Context: an optimization exercise on an open-source flow, tuned for a short achievable clock period and few clock cycles. The choices shown serve that exercise and are no tape-out recipe.
At most, simulation tests tie the RTL to the original design; equivalence was not proved.
No activity file was given, so power comes from the tool's default toggle rates.

## P
==> flow/design.v (excerpt) <==
module mips8_cpu(clk, rst, prog_len, imem_addr, imem_rdata, dmem_addr, dmem_rdata,
                 wb_en, wb_addr, wb_data, done, result);
clock: 5.0 ns
lec_check: 0
cap_margin: 20
core_margin: 2
core_utilization: 40
place_density: 0.6
setup_slack_margin: 3
slew_margin: 20
run.sh (not shown) runs the stock make flow with config.mk's settings and CLKGATE_MAP_FILE= SYNTH_SCRIPT=/design/flow/synth_recipe.tcl, a recipe that flattens the netlist after the stock synthesis.
Changes in R relative to P:
--- a/flow/design.v
+++ b/flow/design.v
@@ -57,28 +57,25 @@
    reg [7:0] oData;
    reg       done_r;
    reg [4:0] wbA;    
    reg [7:0] wbD;
    reg [7:0] res_r;    
    reg       bv [0:NB-1];
    reg [7:0] btag [0:NB-1];
    reg [7:0] btgt [0:NB-1];
    reg [2:0] brr;
    reg       uAlloc, uInval;
    reg [7:0] uPc, uTgt;
    reg [NB-1:0] uIdx;
-   wire [4:0] sLo  = {1'b0, opA[3:0]} + {1'b0, opB[3:0]};
-   wire [3:0] sHi0 = opA[7:4] + opB[7:4];
-   wire [3:0] sHi1 = opA[7:4] + opB[7:4] + 4'd1;
-   wire [7:0] sum = {sLo[4] ? sHi1 : sHi0, sLo[3:0]};
+   wire [7:0] sum = opA + opB;
    wire       lt  = $signed(opA) < $signed(opB);
    wire [7:0] resE = {sum[7:1] & {7{~sltE}}, sltE ? lt : sum[0]};
    wire       eq  = (opA == opB);
    wire       redirE = vE & (eq ? redir_eqE : redir_neE);
    wire       haltE  = vE & (eq ? halt_eqE : halt_neE);
    wire       takenE = eq ? tk_eqE : tk_neE;
    wire [7:0] wdata = wLoad ? dmem_rdata : wRes;
    wire skipM = mV & ~mLoad & ~wV;
    wire skipE = vE & wenE & ~lwE & ~mV & ~wV;
    function [7:0] rdrf;
       input [7:0] oh;
       input [63:0] c;
Findings:
Having completed the whole flow, R delivered a layout that passed the timing, design-rule and antenna checks.
Run comparison: P launch point of the worst path opA[4]; R launch point of the worst path A[2]
Looking at highest achievable clock rate across P and R, the one that comes out higher is R.
STATUS half-perimeter wire length after placement: R loses against P
P → R: final period utilization -3.0 points; async set or reset register ratio after synthesis held; met3 usage now larger; cell area after layout rose by about 1%; via count of the first global-routing pass went up 1.5%.
Between R and P, the worst hold slack does not differ in any meaningful way.
Changes observed in R relative to P: mean area per synthesized cell now smaller, routed wire length now larger, slack of the critical path now larger, count of unresolved DRC violations after routing comparable, x dimension of the die now larger.
In R, wire length on met1 is lower than in P.
Testbench counts of R, summed over its fixed seeds: cycles 29,145.
Function not checked in P: the RTL went through the layout flow alone.

* * *

Setup of before:
Another version of the RTL of mips8_cpu (not shown whole).
Size in the first run: roughly 2800 cells after synthesis, roughly 850 flip-flops, ~89 I/O pins, ~38000 um^2 of cells after synthesis.
clock: 5.0 ns
lec_check: 0
cap_margin: 20
core_margin: 2
core_utilization: 60
place_density: 0.75
setup_slack_margin: 3
slew_margin: 20
Input-level comparison between after and before:
--- a/flow/design.v
+++ b/flow/design.v
@@ -34,24 +34,24 @@
    reg       pc1_geD;
    reg       rtZD;    
    reg       sEs, sMs, sWs, sOs, sRs, sEt, sMt, sWt, sOt, sRt;
    reg       hzE, hzM;
    reg       predD;    
    reg       btbD;     
    reg [NB-1:0] idxD;
    reg       vE;
    reg [7:0] opA, opB, pcE, tgtE, next_eqE, next_neE;
    reg       redir_eqE, redir_neE, halt_eqE, halt_neE, tk_eqE, tk_neE;
    reg       sltE, jrE, brE, lwE, wenE;
-   reg       immE;     
-   reg [7:0] nimmE;    
+   reg       zvE;      
+   reg       zPreE;    
    reg [4:0] destE;
    reg       predE;
    reg       btbE;
    reg [NB-1:0] idxE;
    reg       mV, mLoad;
    reg [4:0] mDest;
    reg [7:0] mRes;
    reg [7:0] dA;
    reg       wV, wLoad;
    reg [4:0] wDest;
    reg [7:0] wRes;
@@ -106,37 +106,43 @@
       end
    endfunction
    function [63:0] snoop;
       input [1:0] g;
       input [63:0] c;
       integer k;
       begin
          for (k = 0; k < 8; k = k + 1)
             snoop[8*k +: 8] = (oV & (oDest == {g, k[2:0]})) ? oData : c[8*k +: 8];
       end
    endfunction
-   wire [7:0] rsv = ({8{sEs}} & resE) | ({8{sMs}} & mRes) | ({8{sWs}} & wdata)
-                  | ({8{sOs}} & oData) | ({8{sRs}} & rdrf(rsloD, csD));
-   wire [7:0] rtv = ({8{sEt}} & resE) | ({8{sMt}} & mRes) | ({8{sWt}} & wdata)
-                  | ({8{sOt}} & oData) | ({8{sRt}} & rdrf(rtloD, ctD));
+   wire [7:0] preA = jalD ? pc1D
+                   : (({8{sMs}} & mRes) | ({8{sWs}} & wdata)
+                    | ({8{sOs}} & oData) | ({8{sRs}} & rdrf(rsloD, csD)));
+   wire [7:0] preB = (addiuD | lwD) ? immD : (jalD ? 8'd0
+                   : (({8{sMt}} & mRes) | ({8{sWt}} & wdata)
+                    | ({8{sOt}} & oData) | ({8{sRt}} & rdrf(rtloD, ctD))));
+   wire       gA = sEs & ~jalD;
+   wire       gB = sEt & ~(addiuD | lwD | jalD);
+   wire [7:0] nextA = {sum[7:1] & {7{gA & ~sltE}}, gA & (sltE ? lt : sum[0])} | preA;
+   wire [7:0] nextB = {sum[7:1] & {7{gB & ~sltE}}, gB & (sltE ? lt : sum[0])} | preB;
    wire stallD = vD & (hzE | hzM);
    wire replayD = stallD & vI;
    wire tgt_geD = (tgtD >= len_r);
    wire tk_eqD = jalD | beqD;
    wire tk_neD = jalD | bneD;
    wire redir_eqD = jrD | (tk_eqD ? (~predD | tgt_geD) : (predD | pc1_geD));
    wire redir_neD = jrD | (tk_neD ? (~predD | tgt_geD) : (predD | pc1_geD));
    wire halt_eqD = ~jrD & (tk_eqD ? tgt_geD : pc1_geD);
    wire halt_neD = ~jrD & (tk_neD ? tgt_geD : pc1_geD);
-   wire       zE = (opA == nimmE);
-   wire       erD = vD & ~stallD & (beqD | bneD) & rtZD & sEs & immE;
+   wire       zE = zPreE;
+   wire       erD = vD & ~stallD & (beqD | bneD) & rtZD & sEs & zvE;
    wire       rdZ = erD & (beqD != predD);
    wire       rdN = erD & (bneD != predD);
    wire [7:0] dtZ = beqD ? tgtD : pc1D;
    wire [7:0] dtN = bneD ? tgtD : pc1D;
    wire       redirD = zE ? rdZ : rdN;
    wire [31:0] ins = imem_rdata;
    wire [5:0] opI = ins[31:26];
    wire [5:0] fnI = ins[5:0];
    wire rformI = (opI == 6'b000000);
    wire adduI  = rformI & (fnI == 6'b100001);
    wire sltI   = rformI & (fnI == 6'b101010);
@@ -263,37 +269,37 @@
          hzM <= hzMI;
       end else begin
          sEs <= 1'b0; sMs <= sEs & ~skipE; sWs <= sMs & ~skipM;
          sOs <= (sEs & skipE) | (sMs & skipM) | sWs; sRs <= sRs | sOs;
          sEt <= 1'b0; sMt <= sEt & ~skipE; sWt <= sMt & ~skipM;
          sOt <= (sEt & skipE) | (sMt & skipM) | sWt; sRt <= sRt | sOt;
          hzE <= 1'b0;
          hzM <= hzE;
          csD <= snoop(rsD[4:3], csD);
          ctD <= snoop(rtD[4:3], ctD);
       end
-      opA <= jalD ? pc1D : rsv;
-      opB <= (addiuD | lwD) ? immD : (jalD ? 8'd0 : rtv);
+      opA <= nextA;
+      opB <= nextB;
       pcE <= pcD;
       tgtE <= tgtD;
       next_eqE <= tk_eqD ? tgtD : pc1D;
       next_neE <= tk_neD ? tgtD : pc1D;
       redir_eqE <= erD ? halt_eqD : redir_eqD;
       redir_neE <= erD ? halt_neD : redir_neD;
       halt_eqE <= halt_eqD;
       halt_neE <= halt_neD;
       tk_eqE <= tk_eqD;
       tk_neE <= tk_neD;
       sltE <= sltD;
-      immE <= addiuD | jalD;
-      nimmE <= jalD ? 8'd0 : (8'd0 - immD);
+      zvE <= addiuD & ~sEs;
+      zPreE <= (preA == (8'd0 - immD));
       jrE <= jrD;
       brE <= beqD | bneD | jalD;
       lwE <= lwD;
       wenE <= wenD;
       destE <= destD;
       predE <= predD;
       btbE <= btbD;
       idxE <= idxD;
       mLoad <= lwE;
       mDest <= destE;
       mRes <= resE;
Notes after the runs:
End point of the critical path = zPreE: after; end point of the critical path = opB[4]: before
Number of antenna violations at the first check in global routing delta for after relative to before: 5 higher
Diff before -> after: via count shrank by 2.2%; register area share after synthesis closely matched the old numbers; met1 wire length moved down; total power went up by about 3%.
Going from before to after, iteration count of the initial detailed-routing pass saw little to no change, worst hold slack went up.
No run of this note included a check of the RTL's function; only the layout flow was run.

* * *

The RTL this note starts from:
==> flow/design.v <==
module mips8_cpu(clk, rst, prog_len, imem_addr, imem_rdata, dmem_addr, dmem_rdata,
                 wb_en, wb_addr, wb_data, done, result);
   input clk;
   input rst;
   input [7:0] prog_len;
   output [7:0] imem_addr;
   input [31:0] imem_rdata;
   output [7:0] dmem_addr;
   input [7:0] dmem_rdata;
   output wb_en;
   output [4:0] wb_addr;
   output [7:0] wb_data;
   output done;
   output [7:0] result;
   localparam NB = 8;
   integer i, ia, ib;
   reg [7:0] len_r;
   always @(posedge clk) len_r <= prog_len;
   reg [7:0] rf [1:31];
   reg [7:0] A;
   reg       halted;
   reg       jrchk;
   reg [7:0] pcI;
   reg       vI;
   reg       predI;    
   reg [NB-1:0] idxI;
   reg       vD;
   reg [4:0] rsD, rtD, destD;
   reg [31:1] rsohD, rtohD;
   reg [7:0] immD, pcD, pc1D, tgtD;
   reg       adduD, sltD, jrD, beqD, bneD, jalD, lwD, addiuD, wenD, useRsD, useRtD;
   reg       pc1_geD;
   reg       sEs, sMs, sWs, sOs, sRs, sEt, sMt, sWt, sOt, sRt;
   reg       hzE, hzM;
   reg       predD;    
   reg       btbD;     
   reg [NB-1:0] idxD;
   reg       vE;
   reg [7:0] opA, opB, pcE, tgtE, next_eqE, next_neE;
   reg       redir_eqE, redir_neE, halt_eqE, halt_neE, tk_eqE, tk_neE;
   reg       sltE, jrE, brE, lwE, wenE;
   reg [4:0] destE;
   reg       predE;
   reg       btbE;
   reg [NB-1:0] idxE;
   reg       mV, mLoad;
   reg [4:0] mDest;
   reg [7:0] mRes;
   reg [7:0] dA;
   reg       wV, wLoad;
   reg [4:0] wDest;
   reg [7:0] wRes;
   reg       oV;
   reg [4:0] oDest;
   reg [7:0] oData;
   reg       done_r;
   reg [7:0] res_r;    
   reg       bv [0:NB-1];
   reg [7:0] btag [0:NB-1];
   reg [7:0] btgt [0:NB-1];
   reg [2:0] brr;
   reg       uAlloc, uInval;
   reg [7:0] uPc, uTgt;
   reg [NB-1:0] uIdx;
   wire [7:0] sum = opA + opB;
   wire       lt  = $signed(opA) < $signed(opB);
   wire [7:0] resE = sltE ? {7'b0, lt} : sum;
   wire       eq  = (opA == opB);
   wire       redirE = vE & (eq ? redir_eqE : redir_neE);
   wire       haltE  = vE & (eq ? halt_eqE : halt_neE);
   wire       takenE = eq ? tk_eqE : tk_neE;
   wire [7:0] wdata = wLoad ? dmem_rdata : wRes;
   wire skipM = mV & ~mLoad & ~wV;
   wire skipE = vE & wenE & ~lwE & ~mV & ~wV;
   function [7:0] rdrf;
      input [31:1] oh;
      integer k;
      begin
         rdrf = 8'd0;
         for (k = 1; k < 32; k = k + 1)
            rdrf = rdrf | (oh[k] ? rf[k] : 8'd0);
      end
   endfunction
   wire [7:0] rsv = ({8{sEs}} & resE) | ({8{sMs}} & mRes) | ({8{sWs}} & wdata)
                  | ({8{sOs}} & oData) | ({8{sRs}} & rdrf(rsohD));
   wire [7:0] rtv = ({8{sEt}} & resE) | ({8{sMt}} & mRes) | ({8{sWt}} & wdata)
                  | ({8{sOt}} & oData) | ({8{sRt}} & rdrf(rtohD));
   wire stallD = vD & (hzE | hzM);
   wire replayD = stallD & vI;
   wire tgt_geD = (tgtD >= len_r);
   wire tk_eqD = jalD | beqD;
   wire tk_neD = jalD | bneD;
   wire redir_eqD = jrD | (tk_eqD ? (~predD | tgt_geD) : (predD | pc1_geD));
   wire redir_neD = jrD | (tk_neD ? (~predD | tgt_geD) : (predD | pc1_geD));
   wire halt_eqD = ~jrD & (tk_eqD ? tgt_geD : pc1_geD);
   wire halt_neD = ~jrD & (tk_neD ? tgt_geD : pc1_geD);
   wire [31:0] ins = imem_rdata;
   wire [5:0] opI = ins[31:26];
   wire [5:0] fnI = ins[5:0];
   wire rformI = (opI == 6'b000000);
   wire adduI  = rformI & (fnI == 6'b100001);
   wire sltI   = rformI & (fnI == 6'b101010);
   wire jrI    = rformI & (fnI == 6'b001000);
   wire beqI   = (opI == 6'b000100);
   wire bneI   = (opI == 6'b000101);
   wire jalI   = (opI == 6'b000011);
   wire lwI    = (opI == 6'b010111);
   wire addiuI = (opI == 6'b001001);
   wire [4:0] rsI = ins[25:21];
   wire [4:0] rtI = ins[20:16];
   wire [4:0] destI = (adduI | sltI) ? ins[15:11] : (jalI ? 5'd31 : rtI);
   wire wenI = ((adduI | sltI) & (ins[15:11] != 5'd0)) | jalI | ((lwI | addiuI) & (rtI != 5'd0));
   wire [7:0] pc1I = pcI + 8'd1;
   wire [7:0] tgtI = jalI ? ins[7:0] : (pcI + ins[7:0]);
   wire useRsI = 1'b1;
   wire useRtI = ~opI[5] & ~opI[4] & ~opI[3] & ~opI[1];
   wire mDs = vD & wenD & (destD == rsI);
   wire mEs = vE & wenE & (destE == rsI);
   wire mMs = mV & (mDest == rsI);
   wire mWs = wV & (wDest == rsI);
   wire mDt = vD & wenD & (destD == rtI);
   wire mEt = vE & wenE & (destE == rtI);
   wire mMt = mV & (mDest == rtI);
   wire mWt = wV & (wDest == rtI);
   wire fEs = mDs;
   wire fMs = ~mDs & mEs & ~skipE;
   wire fWs = ~mDs & ~mEs & mMs & ~skipM;
   wire fOs = ~mDs & ((mEs & skipE) | (~mEs & mMs & skipM) | (~mEs & ~mMs & mWs));
   wire fEt = mDt;
   wire fMt = ~mDt & mEt & ~skipE;
   wire fWt = ~mDt & ~mEt & mMt & ~skipM;
   wire fOt = ~mDt & ((mEt & skipE) | (~mEt & mMt & skipM) | (~mEt & ~mMt & mWt));
   wire hzEI = vD & wenD & lwD & ((useRsI & (destD == rsI)) | (useRtI & (destD == rtI)));
   wire hzMI = vE & wenE & lwE & ((useRsI & (destE == rsI)) | (useRtI & (destE == rtI)));
   reg [31:1] rsohI, rtohI;
   always @(*) begin
      for (ia = 1; ia < 32; ia = ia + 1) begin
         rsohI[ia] = (rsI == ia);
         rtohI[ia] = (rtI == ia);
      end
   end
   wire [7:0] Aseq = A + 8'd1;
   reg [NB-1:0] ohN;
   reg [7:0] btN;
   always @(*) begin
      btN  = 8'd0;
      for (ib = 0; ib < NB; ib = ib + 1) begin
         ohN[ib] = bv[ib] && (btag[ib] == A);
         btN  = btN | (ohN[ib] ? btgt[ib] : 8'd0);
      end
   end
   reg       hitS, seqS;
   reg [NB-1:0] idxF;
   reg [7:0] btF;
   wire      hitF = hitS & seqS;
   wire haltF = jrchk;    
   localparam SP = 1;
   wire spOp = (opI == 6'b000011) | ((opI[5:1] == 5'b00010) & ins[7]);
   wire spI = (SP != 0) & vI & ~predI & ~stallD & spOp;
   wire [7:0] Abase = replayD ? pcI : (hitF ? btF : Aseq);
   wire       spSel = spI & ~replayD;
   wire [7:0] Apred = spSel ? tgtI : Abase;
   wire [7:0] Ceq = jrE ? opA : next_eqE;
   wire [7:0] Cne = jrE ? opA : next_neE;
   wire       rEqA = vE & redir_eqE;
   wire       rNeA = vE & redir_neE;
   wire       rA = eq ? rEqA : rNeA;
   wire [7:0] Cr = eq ? Ceq : Cne;
   wire [7:0] Anext = rA ? Cr : Apred;
   always @(posedge clk) begin
      A <= Anext;
      pcI <= A;
      predI <= hitF;
      idxI <= idxF;
      hitS <= |ohN;
      idxF <= ohN;
      btF <= btN;
      if (~stallD) begin
         rsD <= rsI;
         rtD <= rtI;
         destD <= destI;
         rsohD <= rsohI;
         rtohD <= rtohI;
         immD <= ins[7:0];
         pcD <= pcI;
         pc1D <= pc1I;
         tgtD <= tgtI;
         pc1_geD <= (pc1I >= len_r);
         adduD <= adduI;
         sltD <= sltI;
         jrD <= jrI;
         beqD <= beqI;
         bneD <= bneI;
         jalD <= jalI;
         lwD <= lwI;
         addiuD <= addiuI;
         wenD <= wenI;
         predD <= predI | spI;
         btbD <= predI;
         idxD <= idxI;
         useRsD <= useRsI;
         useRtD <= useRtI;
         sEs <= fEs;
         sMs <= fMs;
         sWs <= fWs;
         sOs <= fOs;
         sRs <= ~fEs & ~fMs & ~fWs & ~fOs;
         sEt <= fEt;
         sMt <= fMt;
         sWt <= fWt;
         sOt <= fOt;
         sRt <= ~fEt & ~fMt & ~fWt & ~fOt;
         hzE <= hzEI;
         hzM <= hzMI;
      end else begin
         sEs <= 1'b0; sMs <= sEs & ~skipE; sWs <= sMs & ~skipM;
         sOs <= (sEs & skipE) | (sMs & skipM) | sWs; sRs <= sRs | sOs;
         sEt <= 1'b0; sMt <= sEt & ~skipE; sWt <= sMt & ~skipM;
         sOt <= (sEt & skipE) | (sMt & skipM) | sWt; sRt <= sRt | sOt;
         hzE <= 1'b0;
         hzM <= hzE;
      end
      opA <= jalD ? pc1D : rsv;
      opB <= (addiuD | lwD) ? immD : (jalD ? 8'd0 : rtv);
      pcE <= pcD;
      tgtE <= tgtD;
      next_eqE <= tk_eqD ? tgtD : pc1D;
      next_neE <= tk_neD ? tgtD : pc1D;
      redir_eqE <= redir_eqD;
      redir_neE <= redir_neD;
      halt_eqE <= halt_eqD;
      halt_neE <= halt_neD;
      tk_eqE <= tk_eqD;
      tk_neE <= tk_neD;
      sltE <= sltD;
      jrE <= jrD;
      brE <= beqD | bneD | jalD;
      lwE <= lwD;
      wenE <= wenD;
      destE <= destD;
      predE <= predD;
      btbE <= btbD;
      idxE <= idxD;
      mLoad <= lwE;
      mDest <= destE;
      mRes <= resE;
      dA <= sum;
      wLoad <= mLoad;
      wDest <= mDest;
      wRes <= mRes;
      oDest <= wV ? wDest : (mV ? mDest : destE);
      oData <= wV ? wdata : (mV ? mRes : resE);
      uPc <= pcE;
      uTgt <= tgtE;
      uIdx <= idxE;
      if (uAlloc) begin
         btag[brr] <= uPc - 8'd1;
         btgt[brr] <= uTgt;
      end
      if (rst) begin
         halted <= 1'b0;
         jrchk <= 1'b0;
         vI <= 1'b0;
         vD <= 1'b0;
         vE <= 1'b0;
         mV <= 1'b0;
         wV <= 1'b0;
         oV <= 1'b0;
         done_r <= 1'b0;
         brr <= 3'd0;
         uAlloc <= 1'b0;
         uInval <= 1'b0;
         A <= 8'd0;
         seqS <= 1'b0;
         for (i = 0; i < NB; i = i + 1) bv[i] <= 1'b0;
         for (i = 1; i < 32; i = i + 1) rf[i] <= 8'd0;
         res_r <= 8'd0;
      end else begin
         halted <= halted | haltE | haltF;
         seqS <= ~redirE & ~replayD & ~spI & ~hitF;
         jrchk <= vE & jrE & (opA >= len_r);
         vI <= ~halted & ~haltE & ~haltF & ~redirE & ~replayD & ~spI;
         if (redirE) vD <= 1'b0;
         else if (~stallD) vD <= vI;
         vE <= vD & ~stallD & ~redirE;
         mV <= vE & wenE & ~skipE;
         wV <= mV & ~skipM;
         oV <= wV | skipM | skipE;
         if (oV) rf[oDest] <= oData;
         res_r <= (oV & (oDest == 5'd2)) ? oData : rf[2];
         done_r <= (halted | haltE | haltF) & ~(vE & wenE) & ~mV & ~wV;
         uAlloc <= vE & brE & takenE & ~btbE;
         uInval <= vE & brE & ~takenE & btbE;
         if (uAlloc) begin
            bv[brr] <= 1'b1;
            brr <= brr + 3'd1;
         end else if (uInval) begin
            for (i = 0; i < NB; i = i + 1)
               if (uIdx[i]) bv[i] <= 1'b0;
         end
      end
   end
   assign imem_addr = A;
   assign dmem_addr = dA;
   assign wb_en = oV;
   assign wb_addr = oDest;
   assign wb_data = oData;
   assign done = done_r;
   assign result = res_r;
endmodule
==> flow/config.mk <==
export PLATFORM = sky130hd
export DESIGN_NAME = mips8_cpu
export DESIGN_NICKNAME = mips8_cpu
export VERILOG_FILES = /design/flow/design.v
export SDC_FILE = /design/flow/constraint.sdc
export NUM_CORES = 4
export LEC_CHECK = 0
export CAP_MARGIN = 20
export CORE_MARGIN = 2
export CORE_UTILIZATION = 40
export PLACE_DENSITY = 0.6
export SETUP_SLACK_MARGIN = 3
export SLEW_MARGIN = 20
==> flow/constraint.sdc <==
create_clock -name core_clock -period 5.0 [get_ports {clk}]
set_input_delay 1.0000 -clock core_clock [delete_from_list [all_inputs] [get_ports {clk}]]
set_output_delay 1.0000 -clock core_clock [all_outputs]
set_load 0.01 [all_outputs]
Testbench counts at the start, summed over its fixed seeds: cycles 28,874.
Next try:
--- a/flow/design.v
+++ b/flow/design.v
@@ -111,10 +111,10 @@
    wire [4:0] destI = (adduI | sltI) ? ins[15:11] : (jalI ? 5'd31 : rtI);
    wire wenI = ((adduI | sltI) & (ins[15:11] != 5'd0)) | jalI | ((lwI | addiuI) & (rtI != 5'd0));
    wire [7:0] pc1I = pcI + 8'd1;
    wire [7:0] tgtI = jalI ? ins[7:0] : (pcI + ins[7:0]);
-   wire useRsI = 1'b1;
-   wire useRtI = ~opI[5] & ~opI[4] & ~opI[3] & ~opI[1];
+   wire useRsI = adduI | sltI | jrI | beqI | bneI | lwI | addiuI;
+   wire useRtI = adduI | sltI | beqI | bneI;
    wire mDs = vD & wenD & (destD == rsI);
    wire mEs = vE & wenE & (destE == rsI);
    wire mMs = mV & (mDest == rsI);
    wire mWs = wV & (wDest == rsI);
@@ -153,21 +153,14 @@
    reg [NB-1:0] idxF;
    reg [7:0] btF;
    wire      hitF = hitS & seqS;
    wire haltF = jrchk;    
-   localparam SP = 1;
-   wire spOp = (opI == 6'b000011) | ((opI[5:1] == 5'b00010) & ins[7]);
-   wire spI = (SP != 0) & vI & ~predI & ~stallD & spOp;
-   wire [7:0] Abase = replayD ? pcI : (hitF ? btF : Aseq);
-   wire       spSel = spI & ~replayD;
-   wire [7:0] Apred = spSel ? tgtI : Abase;
-   wire [7:0] Ceq = jrE ? opA : next_eqE;
-   wire [7:0] Cne = jrE ? opA : next_neE;
-   wire       rEqA = vE & redir_eqE;
-   wire       rNeA = vE & redir_neE;
-   wire       rA = eq ? rEqA : rNeA;
-   wire [7:0] Cr = eq ? Ceq : Cne;
-   wire [7:0] Anext = rA ? Cr : Apred;
+   localparam SP = 0;
+   wire spI = (SP != 0) & vI & ~predI & ~stallD & (jalI | ((beqI | bneI) & ins[7]));
+   wire [7:0] Apred = replayD ? pcI : (spI ? tgtI : (hitF ? btF : Aseq));
+   wire [7:0] Xeq = (vE & redir_eqE) ? (jrE ? opA : next_eqE) : Apred;
+   wire [7:0] Xne = (vE & redir_neE) ? (jrE ? opA : next_neE) : Apred;
+   wire [7:0] Anext = eq ? Xeq : Xne;
    always @(posedge clk) begin
       A <= Anext;
       pcI <= A;
       predI <= hitF;
Effect: The new run completed with no timing, DRC or antenna violations; area after synthesis goes down by 0.51%; non-clock buffer count goes down by 36; wire length goes up by about 0.4%; count of clock-buffer cells in the layout goes down by 10; setup slack loses 340 ps; die area goes down by 0.51%; total power goes up by about 1.1%; register-to-register slack loses 340 ps.
Only the layout flow was run in the second run of this note; the RTL was not checked for function there.

## afterwards: timing with drivers on the ports
The flow's constraints put no driver on any port. The routed layouts listed below were extracted and timed again, unchanged, in two steps.
Step 1, drivers: a clkbuf_16 drives clk and a buf_2 each remaining input, both assumed.
Step 2 adds t to the input delays and takes it off the output delays; t is the mean of the earliest and latest rising clock arrival at the registers after step 1. Input paths then give back, and output paths get back, about the clock's delay inside the block.
a / b / c = ideal / step 1 / step 2; a / b = the first two.
run	t (ns)	setup slack, ns	worst setup path at the end	worst data-port slew with drivers (ns)
P	0.723	2.693 / 2.693 / 2.153	input to register	0.13
R	0.718	2.844 / 2.778 / 2.300	input to register	0.11
before	0.714	2.769 / 2.769 / 2.158	input to register	0.25
after	0.716	2.597 / 2.597 / 1.967	input to register	0.20
the first run of note 3	0.721	2.713 / 2.657 / 2.226	input to register	0.13
the second run of note 3	0.710	2.374 / 2.374 / 2.173	input to register	0.26
After both steps setup and hold are still met in every run listed. The setup slack of after, which loses most, moves by 0.000 ns with the drivers and by -0.630 ns with both steps.
